From an optimization exercise on the open Yosys and OpenROAD flow, aimed at small area; shortcuts taken in it are not production practice.
Only simulation tests tie the RTL to the original design; equivalence was not proved.
Power is estimated from default activity; no workload was simulated.

before:
// Axi_Lite_Uart
module Axi_Lite_Uart (
    input         clock,
    input         reset,           
    input  [15:0] s_axi_awaddr,
    input         s_axi_awvalid,
    output        s_axi_awready,
    input  [31:0] s_axi_wdata,
    input         s_axi_wvalid,
    output        s_axi_wready,
    output [1:0]  s_axi_bresp,
    output        s_axi_bvalid,
    input         s_axi_bready,
    input  [15:0] s_axi_araddr,
    input         s_axi_arvalid,
    output        s_axi_arready,
    output [31:0] s_axi_rdata,
    output [1:0]  s_axi_rresp,
    output        s_axi_rvalid,
    input         s_axi_rready,
    input         RxD,
    output        TxD,
    input         CTS,
    output        RTS
);
    reg        r_awready, r_wready, r_bvalid, r_bresp, r_arready, r_rvalid;
    reg [3:0]  r_awaddr;
    reg        r_awaddr_hz;       
    reg [3:0]  r_araddr;
    reg [31:0] r_reg1, r_reg2, r_reg3, r_rdata;
    reg        r_rx_valid_d, r_tx_ready_d, r_tx_valid, tx_empty_1d, tx_ren, tx_ren_lock;
    wire        tx_ready;         
    wire        rx_valid2;        
    wire [7:0]  rx_hold;          
    wire        tx_full, tx_empty, rx_full, rx_empty;
    wire [7:0]  tx_dout, rx_dout;
    wire        tx_rvalid_w;
    wire        tx_rvalid = tx_rvalid_w;
    assign s_axi_awready = r_awready;
    assign s_axi_wready  = r_wready;
    assign s_axi_bvalid  = r_bvalid;
    assign s_axi_bresp   = {r_bresp, 1'b0};
    assign s_axi_arready = r_arready;
    assign s_axi_rvalid  = r_rvalid;
    assign s_axi_rresp   = 2'b00;
    assign s_axi_rdata   = r_rdata;
    assign RTS           = rx_full;
  ...
Size in the first run: roughly 19,000 µm² of cells after synthesis.
==> flow/config.mk <==
export PLATFORM = sky130hd
export DESIGN_NAME = Axi_Lite_Uart
export DESIGN_NICKNAME = Axi_Lite_Uart
export VERILOG_FILES = /design/flow/design.v
export SDC_FILE = /design/flow/constraint.sdc
export NUM_CORES = 4
export LEC_CHECK = 0
export CAP_MARGIN = 20
export CORE_MARGIN = 2
export CORE_UTILIZATION = 60
export SLEW_MARGIN = 20
==> flow/constraint.sdc <==
create_clock -name core_clock -period 6.0 [get_ports {clock}]
set_input_delay 1.2000 -clock core_clock [delete_from_list [all_inputs] [get_ports {clock}]]
set_output_delay 1.2000 -clock core_clock [all_outputs]
set_load 0.01 [all_outputs]
standard.sh (not shown) runs the stock make flow with config.mk's settings and CLKGATE_MAP_FILE= SYNTH_SCRIPT=/design/flow/synth_recipe.tcl, a recipe that flattens the netlist after the stock synthesis.
==> flow/flow/run.sh <==
#!/bin/bash
# Standard ORFS layout (the standard.sh) with two changes:
#  - port buffers use the smallest buffer cell instead of the resizer's pick;
#  - CTS clusters up to 30 sinks within 200 um and inserts no dummy loads.
# make's full output goes to standard.log; ORFS keeps per-step logs in orfs/logs.
set -euo pipefail
bash standard.sh \
  "BUFFER_PORTS_ARGS=-buffer_cell sky130_fd_sc_hd__buf_1" \
  "CTS_ARGS=-sink_clustering_enable -repair_clock_nets -dont_use_dummy_load -sink_clustering_size 30 -sink_clustering_max_diameter 200" \
  finish > standard.log 2>&1
before has completed all stages; timing, DRC and antenna checks passed.
Relative to before, the following input files were edited for after:
Settings: setting CTS_CLUSTER_SIZE to 30 for the first time; setting CTS_CLUSTER_DIAMETER to 200 for the first time.
==> flow/run.sh (new file) <==
#!/bin/bash
# synth_recipe.tcl (not shown) runs the flow's synth.tcl, then flattens the netlist and writes it again
# the make line also repeats each setting of config.mk as NAME=value (left out here)
make -C /OpenROAD-flow-scripts/flow DESIGN_CONFIG=/design/flow/config.mk WORK_HOME=/design/flow/orfs CLKGATE_MAP_FILE= SYNTH_SCRIPT=/design/flow/synth_recipe.tcl finish
removed: flow/flow/run.sh
removed: flow/standard.sh
- On after: cell area reported after detailed placement is 3.2% higher than what before gave.
- Comparing after and before, the lower relative area of clock buffers and inverters in the final design was measured on before.
- Diff before -> after | final wirelength | increase of 1.4%
- Taking before as the reference, in after post-CTS setup buffer count shows a reduction of 1; summed area of non-filler cells in the final layout shows an increase of 3.7%.
- Any difference in share of total power in combinational logic between after and before is small enough to ignore.
- Compared to before, after has sequential share of layout area 1.7 points lower.
- Total power density per cell area came out lower on after than on before.
- Delta (after minus before): maximum frequency shows an increase of 0.55%, length of routed met3 wiring shows an increase of 4.4%.

[static timing again, ports no longer ideal]
No port has a modelled driver above. Below, the same layouts with a new extraction and two added sets of constraints.
Step 1 (the two cells are an assumption about what drives the block):
set clk [get_ports {clock}]
set_driving_cell -lib_cell sky130_fd_sc_hd__clkbuf_16 $clk
set_driving_cell -lib_cell sky130_fd_sc_hd__buf_2 [delete_from_list [all_inputs] $clk]
Step 2 also shifts input and output timing later by t, the mid clock arrival at the registers, as if the neighbouring blocks saw the same clock.
Three values: ideal ports, drivers, drivers and shift; two values: the first two.
| run | t, ns | slack for setup (ns) | pins driven straight from the clock port |
|---|---|---|---|
| before | 0.560 | 0.216 / 0.216 / 0.216 | 1 |
| after | 0.584 | 0.248 / 0.248 / 0.248 | 1 |
After both steps setup and hold are still met in every run listed.
